What follows belongs to an exercise in optimizing a design on an open flow for small area; a production flow would make more cautious choices. In this exercise RTL edits were held to simulation tests only and were not proved equivalent to the original. The flow treats the clock pin as an ideal source. Dropping or thinning the clock tree relies on that and would not hold on a real chip. No activity file was given, so power comes from the tool's default toggle rates.

// rom_module
module rom_module(clk, rst, data, enable, sel, selec);
input clk;
input rst;
input [1:0] sel;
input selec;
output [8:0] data;
output enable;
wire tick;
divFreq #(.freq(240), .freq_out(30)) d1(clk, rst, enable, tick);
reg started;
always @(posedge clk)
	if (rst) started <= 1'b0;
	else if (tick) started <= 1'b1;
reg [5:0] aA;
reg [4:0] cA;
wire zA = (cA == 5'd0);
always @(posedge clk) begin
	if (rst) begin
		aA <= 6'd12; cA <= 5'd0;
	end else if (tick) begin
		if (zA) begin
			if (aA == 6'd58) aA <= 6'd12;
			else cA <= 5'd1;
		end else if (cA == 5'd30) begin
			aA <= aA - 6'd16; cA <= 5'd0;
		end else begin
			aA <= aA + 1'b1; cA <= {cA[3:0], ~(cA[4] ^ cA[2])};
		end
	end
end
reg [5:0] aB;
reg [4:0] cB;
wire zB = (cB == 5'd0);
always @(posedge clk) begin
	if (rst) begin
		aB <= 6'd12; cB <= 5'd0;
	end else if (tick) begin
		if (zB) begin
			if (aB == 6'd52) aB <= 6'd12;
			else cB <= 5'd1;
		end else if (cB == 5'd30) begin
			aB <= aB - 6'd16; cB <= 5'd0;
		end else begin
			aB <= aB + 1'b1; cB <= {cB[3:0], ~(cB[4] ^ cB[2])};
		end
	end
end
wire nB = (sel == 2'b01);
wire [5:0] ma = nB ? aB : aA;
wire mz = nB ? zB : zA;
wire m0 = (ma == 6'd12);
reg [8:0] mq;
always @* begin
	case (ma)
		6'd12: mq = 9'h038;
		6'd13: mq = 9'h00E;
		6'd14: mq = 9'h001;
		6'd15: mq = 9'h120;
		6'd16: mq = 9'h120;
		6'd17: mq = 9'h120;
		6'd18: mq = 9'h120;
		6'd19: mq = 9'h120;
		6'd20: mq = 9'h120;
		6'd21: mq = 9'h120;
		6'd22: mq = 9'h120;
		6'd23: mq = 9'h150;
		6'd24: mq = 9'h172;
		6'd25: mq = 9'h169;
		6'd26: mq = 9'h16D;
		6'd27: mq = 9'h165;
		6'd28: mq = 9'h172;
		6'd29: mq = 9'h16F;
		6'd30: mq = 9'h120;
		6'd31: mq = 9'h153;
		6'd32: mq = 9'h165;
		6'd33: mq = 9'h167;
		6'd34: mq = 9'h175;
		6'd35: mq = 9'h16E;
		6'd36: mq = 9'h164;
		6'd37: mq = 9'h16F;
		6'd38: mq = 9'h120;
		6'd39: mq = 9'h154;
		6'd40: mq = 9'h165;
		6'd41: mq = 9'h172;
		6'd42: mq = 9'h163;
		6'd43: mq = 9'h165;
		6'd44: mq = 9'h172;
		6'd45: mq = 9'h16F;
		6'd46: mq = 9'h120;
		6'd47: mq = 9'h123;
		6'd48: mq = 9'h123;
		6'd49: mq = 9'h123;
		6'd50: mq = 9'h123;
		6'd51: mq = nB ? 9'h123 : 9'h120;
		6'd52: mq = 9'h120;
		6'd53: mq = 9'h120;
		6'd54: mq = 9'h120;
		6'd55: mq = 9'h120;
		6'd56: mq = 9'h120;
		6'd57: mq = 9'h120;
		6'd58: mq = 9'h120;
		6'd59: mq = nB ? 9'h120 : 9'h000;
		default: mq = 9'h000;
	endcase
end
  ...
==> flow/config.mk <==
export PLATFORM = sky130hd
export DESIGN_NAME = rom_module
export DESIGN_NICKNAME = rom_module
export VERILOG_FILES = /design/flow/design.v
export SDC_FILE = /design/flow/constraint.sdc
export NUM_CORES = 4
export LEC_CHECK = 0
export ABC_AREA = 1
export CAP_MARGIN = 20
export CORE_MARGIN = 2
export CORE_UTILIZATION = 40
export GPL_TIMING_DRIVEN = 0
export SLEW_MARGIN = 20
==> flow/constraint.sdc <==
create_clock -name core_clock -period 8.0 [get_ports {clk}]
set_input_delay 1.6000 -clock core_clock [delete_from_list [all_inputs] [get_ports {clk}]]
set_output_delay 1.6000 -clock core_clock [all_outputs]
set_load 0.01 [all_outputs]
standard.sh (not shown) runs the stock make flow with config.mk's settings and CLKGATE_MAP_FILE= SYNTH_SCRIPT=/design/flow/synth_recipe.tcl, a recipe that flattens the netlist after the stock synthesis.
==> flow/flow/run.sh <==
#!/bin/bash
# Own layout flow: the standard layout (standard.sh) with these changes:
#  - synthesis maps the logic with a stronger area script for ABC
#    (flow/abc_area.script) in place of ORFS's abc_area.script;
#  - synthesis leaves half/full adders to ABC instead of extracting them
#    into fixed adder cells first;
#  - the port buffers are the smallest buffer, sky130_fd_sc_hd__buf_1;
#  - clock tree synthesis adds no dummy loads to balance the tree, and
#    flow/post_cts.tcl then replaces its small tree by one clock buffer.
# Registers, their names and cells come from the standard synthesis; the
# rest of the layout is the standard flow. Each tool's full output is in
# orfs/logs/ and the whole run's output in flow_run.log.
set -euo pipefail
W=$(pwd)
cat > "$W/own_synth.tcl" <<EOT
proc abc {args} {
  set i [lsearch -exact \$args -script]
  if {\$i >= 0} { lset args [expr {\$i + 1}] {$W/flow/abc_area.script} }
  yosys abc {*}\$args
}
proc extract_fa {args} {}
source {$W/synth_recipe.tcl}
EOT
bash "$W/standard.sh" SYNTH_SCRIPT="$W/own_synth.tcl" \
  BUFFER_PORTS_ARGS="-buffer_cell sky130_fd_sc_hd__buf_1" \
  CTS_ARGS="-sink_clustering_enable -repair_clock_nets -dont_use_dummy_load" \
  POST_CTS_TCL="$W/flow/post_cts.tcl" FLOW_CLOCK_PORT=clk FLOW_CLOCK_GROUPS=3 \
  FLOW_CLOCK_BUF=sky130_fd_sc_hd__clkbuf_8 finish > "$W/flow_run.log" 2>&1
==> flow/flow/abc_area.script <==
strash
&get -n
&deepsyn -J 50 -T 1000
&put
dch -f
amap -F 4 -A 8
==> flow/flow/post_cts.tcl <==
# Runs at the end of the CTS step (ORFS POST_CTS_TCL hook), before the step
# writes its database. The design has only a few dozen flip-flops, so the
# two-level tree TritonCTS builds (a root buffer and four leaf buffers) is
# replaced by one level: the flip-flops are split into FLOW_CLOCK_GROUPS
# equal groups by x position, and each group gets its own clock buffer,
# placed at the group's centre and driven by the clock port. Every
# flip-flop is then one buffer from the clock port, each buffer driving the
# same number of flip-flops.
set block [ord::get_db_block]
set db [ord::get_db]
set clk_net [$block findNet $::env(FLOW_CLOCK_PORT)]
set groups $::env(FLOW_CLOCK_GROUPS)

set sinks {}
foreach inst [$block getInsts] {
  if { ![[$inst getMaster] isSequential] } { continue }
  set it [$inst findITerm CLK]
  if { $it == "NULL" } { continue }
  set box [$inst getBBox]
  lappend sinks [list [expr { ([$box xMin] + [$box xMax]) / 2 }] \
    [expr { ([$box yMin] + [$box yMax]) / 2 }] $it]
}
set sinks [lsort -integer -index 0 $sinks]
set n [llength $sinks]
puts "post_cts: $n clock sinks in $groups groups"

# remove the CTS buffers and their nets
set old_nets {}
foreach inst [$block getInsts] {
  set m [[$inst getMaster] getName]
  if { [string match "clkbuf_*" [$inst getName]] && [string match "sky130_fd_sc_hd__clkbuf_*" $m] } {
    foreach it [$inst getITerms] {
      set net [$it getNet]
      if { $net != "NULL" && [$net getName] != [$clk_net getName] } { lappend old_nets $net }
      $it disconnect
    }
    puts "post_cts: removing [$inst getName] ($m)"
    odb::dbInst_destroy $inst
  }
}
foreach net [lsort -unique $old_nets] {
  foreach it [$net getITerms] { $it disconnect }
  odb::dbNet_destroy $net
}

set master [$db findMaster $::env(FLOW_CLOCK_BUF)]
for { set g 0 } { $g < $groups } { incr g } {
  set lo [expr { ($g * $n) / $groups }]
  set hi [expr { (($g + 1) * $n) / $groups - 1 }]
  set buf [odb::dbInst_create $block $master clkbuf_0_${g}_clk]
  set net [odb::dbNet_create $block clknet_0_${g}_clk]
  $net setSigType CLOCK
  [$buf findITerm A] connect $clk_net
  [$buf findITerm X] connect $net
  set sx 0
  set sy 0
  foreach s [lrange $sinks $lo $hi] {
    lassign $s x y it
    $it disconnect
    $it connect $net
    set sx [expr { $sx + $x }]
    set sy [expr { $sy + $y }]
  }
  set k [expr { $hi - $lo + 1 }]
  $buf setLocation [expr { $sx / $k }] [expr { $sy / $k }]
  $buf setPlacementStatus PLACED
  puts "post_cts: [$buf getName] drives $k flip-flops"
}

detailed_placement
check_placement -verbose
estimate_parasitics -placement
report_clock_skew
report_check_types -max_slew -max_capacitance
Change:
--- a/flow/flow/run.sh
+++ b/flow/flow/run.sh
@@ -7,5 +7,6 @@
 #  - the port buffers are the smallest buffer, sky130_fd_sc_hd__buf_1;
 #  - clock tree synthesis adds no dummy loads to balance the tree, and
-#    flow/post_cts.tcl then replaces its small tree by one clock buffer.
+#    flow/post_cts.tcl then replaces its two-level tree by one level of
+#    three buffers, each driving a third of the flip-flops.
 # Registers, their names and cells come from the standard synthesis; the
 # rest of the layout is the standard flow. Each tool's full output is in
@@ -25,4 +26,4 @@
   BUFFER_PORTS_ARGS="-buffer_cell sky130_fd_sc_hd__buf_1" \
   CTS_ARGS="-sink_clustering_enable -repair_clock_nets -dont_use_dummy_load" \
-  POST_CTS_TCL="$W/flow/post_cts.tcl" FLOW_CLOCK_PORT=clk FLOW_CLOCK_GROUPS=3 \
-  FLOW_CLOCK_BUF=sky130_fd_sc_hd__clkbuf_8 finish > "$W/flow_run.log" 2>&1
+  POST_CTS_TCL="$W/flow/post_cts.tcl" FLOW_CLOCK_PORT=clk FLOW_CLOCK_GROUPS=4 \
+  FLOW_CLOCK_BUF=sky130_fd_sc_hd__clkbuf_4 finish > "$W/flow_run.log" 2>&1
==> flow/flow/abc_area.script (replaced) <==
strash
&get -n
&deepsyn -J 50 -T 1000
&put
dch -f
amap -F 4 -A 8 -m
strash
dch -f
amap -F 4 -A 8 -m
Final area goes down by about 1.3%.
Combinational power hardly moves.
Total power is lower by about 2.4%.
Critical path depth grows by 3.
Clock skew grows by 0.010 ns.
Area after synthesis came out lower by about 1%.
First-iteration DRC count climbs by 25%.
Routed wire length is higher by about 1.6%.
In every run of this note, the design's own scripts or RTL, not TritonCTS, make the clock network.

---

## v6
The RTL this note starts from:
==> flow/design.v <==
`timescale 1ns / 1ps
module divFreq(clk, rst, clk_out, tick);
input clk;
input rst;
output reg clk_out;
output tick;
parameter freq = 100000000;
parameter freq_out = 30;
localparam max_count = freq/(2*freq_out);
reg [$clog2(max_count+1)-1:0] count;
assign tick = (count == max_count) && !clk_out;
always @(posedge clk) begin
	if (rst) begin
		count <= 0;
		clk_out <= 1'b0;
	end else if (count == max_count) begin
		clk_out <= ~clk_out;
		count <= 0;
	end else
		count <= count + 1'b1;
end
endmodule
`timescale 1ns / 1ps
module rom_module(clk, rst, data, enable, sel, selec);
input clk;
input rst;
input [1:0] sel;
input selec;
output [8:0] data;
output enable;
wire tick;
divFreq #(.freq(240), .freq_out(30)) d1(clk, rst, enable, tick);
reg started;
always @(posedge clk)
	if (rst) started <= 1'b0;
	else if (tick) started <= 1'b1;
reg [5:0] aA;
reg [4:0] cA;
wire zA = (cA == 5'd0);
always @(posedge clk) begin
	if (rst) begin
		aA <= 6'd12; cA <= 5'd0;
	end else if (tick) begin
		if (zA) begin
			if (aA == 6'd58) aA <= 6'd12;
			else cA <= 5'd1;
		end else if (cA == 5'd30) begin
			aA <= aA - 6'd16; cA <= 5'd0;
		end else begin
			aA <= aA + 1'b1; cA <= {cA[3:0], ~(cA[4] ^ cA[2])};
		end
	end
end
reg [5:0] aB;
reg [4:0] cB;
wire zB = (cB == 5'd0);
always @(posedge clk) begin
	if (rst) begin
		aB <= 6'd12; cB <= 5'd0;
	end else if (tick) begin
		if (zB) begin
			if (aB == 6'd52) aB <= 6'd12;
			else cB <= 5'd1;
		end else if (cB == 5'd30) begin
			aB <= aB - 6'd16; cB <= 5'd0;
		end else begin
			aB <= aB + 1'b1; cB <= {cB[3:0], ~(cB[4] ^ cB[2])};
		end
	end
end
wire nB = (sel == 2'b01);
wire [5:0] ma = nB ? aB : aA;
wire mz = nB ? zB : zA;
wire m0 = (ma == 6'd12);
reg [8:0] mq;
always @* begin
	case (ma)
		6'd12: mq = 9'h038;
		6'd13: mq = 9'h00E;
		6'd14: mq = 9'h001;
		6'd15: mq = 9'h120;
		6'd16: mq = 9'h120;
		6'd17: mq = 9'h120;
		6'd18: mq = 9'h120;
		6'd19: mq = 9'h120;
		6'd20: mq = 9'h120;
		6'd21: mq = 9'h120;
		6'd22: mq = 9'h120;
		6'd23: mq = 9'h150;
		6'd24: mq = 9'h172;
		6'd25: mq = 9'h169;
		6'd26: mq = 9'h16D;
		6'd27: mq = 9'h165;
		6'd28: mq = 9'h172;
		6'd29: mq = 9'h16F;
		6'd30: mq = 9'h120;
		6'd31: mq = 9'h153;
		6'd32: mq = 9'h165;
		6'd33: mq = 9'h167;
		6'd34: mq = 9'h175;
		6'd35: mq = 9'h16E;
		6'd36: mq = 9'h164;
		6'd37: mq = 9'h16F;
		6'd38: mq = 9'h120;
		6'd39: mq = 9'h154;
		6'd40: mq = 9'h165;
		6'd41: mq = 9'h172;
		6'd42: mq = 9'h163;
		6'd43: mq = 9'h165;
		6'd44: mq = 9'h172;
		6'd45: mq = 9'h16F;
		6'd46: mq = 9'h120;
		6'd47: mq = 9'h123;
		6'd48: mq = 9'h123;
		6'd49: mq = 9'h123;
		6'd50: mq = 9'h123;
		6'd51: mq = nB ? 9'h123 : 9'h120;
		6'd52: mq = 9'h120;
		6'd53: mq = 9'h120;
		6'd54: mq = 9'h120;
		6'd55: mq = 9'h120;
		6'd56: mq = 9'h120;
		6'd57: mq = 9'h120;
		6'd58: mq = 9'h120;
		6'd59: mq = nB ? 9'h120 : 9'h000;
		default: mq = 9'h000;
	endcase
end
wire [8:0] mword = mz ? (m0 ? 9'h120 : 9'h001) : mq;
reg [4:0] f1, f2, f3;
always @(posedge clk) begin
	if (rst) begin
		f1 <= 5'd17; f2 <= 5'd17; f3 <= 5'd17;
	end else if (tick) begin
		f1 <= (f1 == 5'd16) ? 5'd17 : {f1[3:0], ~(f1[4] ^ f1[2])};
		f2 <= (f2 == 5'd12) ? 5'd17 : {f2[3:0], ~(f2[4] ^ f2[2])};
		f3 <= (f3 == 5'd19) ? 5'd17 : {f3[3:0], ~(f3[4] ^ f3[2])};
	end
end
wire [4:0] fc = (sel == 2'b00) ? f1 : (sel == 2'b01) ? f2 : f3;
reg [8:0] fq;
always @* begin
	case (fc)
		5'd17: fq = 9'h001;
		5'd2: fq = 9'h038;
		5'd5: fq = 9'h00E;
		5'd10: fq = 9'h001;
		5'd21: fq = 9'h141;
		5'd11: fq = 9'h172;
		5'd23: fq = 9'h172;
		5'd15: fq = 9'h169;
		5'd30: fq = 9'h162;
		5'd29: fq = 9'h161;
		5'd27: fq = 9'h120;
		5'd22: fq = 9'h0C0;
		5'd13: fq = 9'h141;
		5'd26: fq = 9'h162;
		5'd20: fq = 9'h161;
		5'd9: fq = 9'h16A;
		5'd19: fq = 9'h16F;
		5'd6: fq = 9'h120;
		5'd12: fq = 9'h123;
		5'd24: fq = 9'h123;
		5'd16: fq = 9'h123;
		default: fq = 9'h000;
	endcase
end
assign data = started ? (selec ? fq : mword) : 9'h000;
endmodule
==> flow/config.mk <==
export PLATFORM = sky130hd
export DESIGN_NAME = rom_module
export DESIGN_NICKNAME = rom_module
export VERILOG_FILES = /design/flow/design.v
export SDC_FILE = /design/flow/constraint.sdc
export NUM_CORES = 4
export LEC_CHECK = 0
export ABC_AREA = 1
export CAP_MARGIN = 20
export CORE_MARGIN = 2
export CORE_UTILIZATION = 40
export GPL_TIMING_DRIVEN = 0
export SLEW_MARGIN = 20
==> flow/constraint.sdc <==
create_clock -name core_clock -period 8.0 [get_ports {clk}]
set_input_delay 1.6000 -clock core_clock [delete_from_list [all_inputs] [get_ports {clk}]]
set_output_delay 1.6000 -clock core_clock [all_outputs]
set_load 0.01 [all_outputs]
==> flow/flow/run.sh <==
#!/bin/bash
# Own layout flow: the standard layout (standard.sh) with these changes:
#  - synthesis maps the logic with a stronger area script for ABC
#    (flow/abc_area.script) in place of ORFS's abc_area.script;
#  - synthesis leaves half/full adders to ABC instead of extracting them
#    into fixed adder cells first;
#  - the port buffers are the smallest buffer, sky130_fd_sc_hd__buf_1;
#  - clock tree synthesis adds no dummy loads to balance the tree.
# Registers, their names and cells come from the standard synthesis; the
# rest of the layout is the standard flow. Each tool's full output is in
# orfs/logs/ and the whole run's output in flow_run.log.
set -euo pipefail
W=$(pwd)
cat > "$W/own_synth.tcl" <<EOT
proc abc {args} {
  set i [lsearch -exact \$args -script]
  if {\$i >= 0} { lset args [expr {\$i + 1}] {$W/flow/abc_area.script} }
  yosys abc {*}\$args
}
proc extract_fa {args} {}
source {$W/synth_recipe.tcl}
EOT
bash "$W/standard.sh" SYNTH_SCRIPT="$W/own_synth.tcl" \
  BUFFER_PORTS_ARGS="-buffer_cell sky130_fd_sc_hd__buf_1" \
  CTS_ARGS="-sink_clustering_enable -repair_clock_nets -dont_use_dummy_load" finish > "$W/flow_run.log" 2>&1
==> flow/flow/abc_area.script <==
strash
&get -n
&deepsyn -J 50 -T 1000
&put
dch -f
amap -F 4 -A 8
Modified inputs, v34 compared to v6
diff --git a/flow/flow/run.sh b/flow/flow/run.sh
--- a/flow/flow/run.sh
+++ b/flow/flow/run.sh
@@ -24,2 +24,2 @@
   BUFFER_PORTS_ARGS="-buffer_cell sky130_fd_sc_hd__buf_1" \
-  CTS_ARGS="-sink_clustering_enable -repair_clock_nets -dont_use_dummy_load" finish > "$W/flow_run.log" 2>&1
+  CTS_ARGS="-repair_clock_nets -dont_use_dummy_load -root_buf sky130_fd_sc_hd__clkbuf_16 -buf_list sky130_fd_sc_hd__clkbuf_16" finish > "$W/flow_run.log" 2>&1
[summary]
v34 vs v6 on sequential share of layout area: v34 is the lower one. The maximum frequency on v34 is in line with that on v6. Fraction of power consumed by combinational cells was lower in v34 than in v6. Clock latency on the worst-skew pair is higher on v6. Between v6 and v34, the difference in worst slew slack as a fraction of its limit is negligible.
### v34 -> v3
diff --git a/flow/flow/run.sh b/flow/flow/run.sh
--- a/flow/flow/run.sh
+++ b/flow/flow/run.sh
@@ -24,2 +24,2 @@
   BUFFER_PORTS_ARGS="-buffer_cell sky130_fd_sc_hd__buf_1" \
-  CTS_ARGS="-repair_clock_nets -dont_use_dummy_load -root_buf sky130_fd_sc_hd__clkbuf_16 -buf_list sky130_fd_sc_hd__clkbuf_16" finish > "$W/flow_run.log" 2>&1
+  CTS_ARGS="-sink_clustering_enable -repair_clock_nets -dont_use_dummy_load -root_buf sky130_fd_sc_hd__clkbuf_16 -buf_list sky130_fd_sc_hd__clkbuf_16 -sink_clustering_size 50 -sink_clustering_max_diameter 500" finish > "$W/flow_run.log" 2>&1
--- outcome ---
- Standard-cell row count came out exactly the same in v34 and v3.
- Reported for v34 and v3, non-clock buffer count turned out identical to the last digit.
- Power consumption: v34 vs v3 identical
- v3 -> v34: maximum frequency from static timing analysis delta 0, exact match
- As far as register share of the cell area goes, v3 and v34 are indistinguishable; the numbers are identical.
- Critical path depth came out exactly the same in v34 and v3.
- [compare] base=v34 new=v3: data-path buffer share of cell area in the final layout roughly the same; clock-buffer cell count roughly the same; well tap count roughly the same.
- v34 -> v3: final count of hold timing violations delta 0, exact match
- Number of antenna violations at the first check in global routing: v34 vs v3 identical

afterwards: timing with drivers on the ports:
How much do the figures lean on ideal ports? The routed layouts below were timed once more, with nothing changed but the port constraints.
Step 1 (the two cells are an assumption about what drives the block):
set clk [get_ports {clk}]
set_driving_cell -lib_cell sky130_fd_sc_hd__clkbuf_16 $clk
set_driving_cell -lib_cell sky130_fd_sc_hd__buf_2 [delete_from_list [all_inputs] $clk]
Step 2 adds t to the input delays and takes it off the output delays; t is the mean of the earliest and latest rising clock arrival at the registers after step 1. Input paths then give back, and output paths get back, about the clock's delay inside the block.
a / b / c = ideal / step 1 / step 2; a / b = the first two.
run	t, ns	setup slack, ns	worst setup path at the end	pins driven straight from the clock port
the first run of note 1	0.186	0.536 / 0.516 / 0.516	input to output	3
the second run of note 1	0.206	0.725 / 0.705 / 0.705	input to output	4
v6	0.312	0.558 / 0.538 / 0.538	input to output	1
v34	0.303	0.577 / 0.558 / 0.558	input to output	1
v3	0.303	0.577 / 0.558 / 0.558	input to output	1
After both steps every run listed still meets setup and hold.
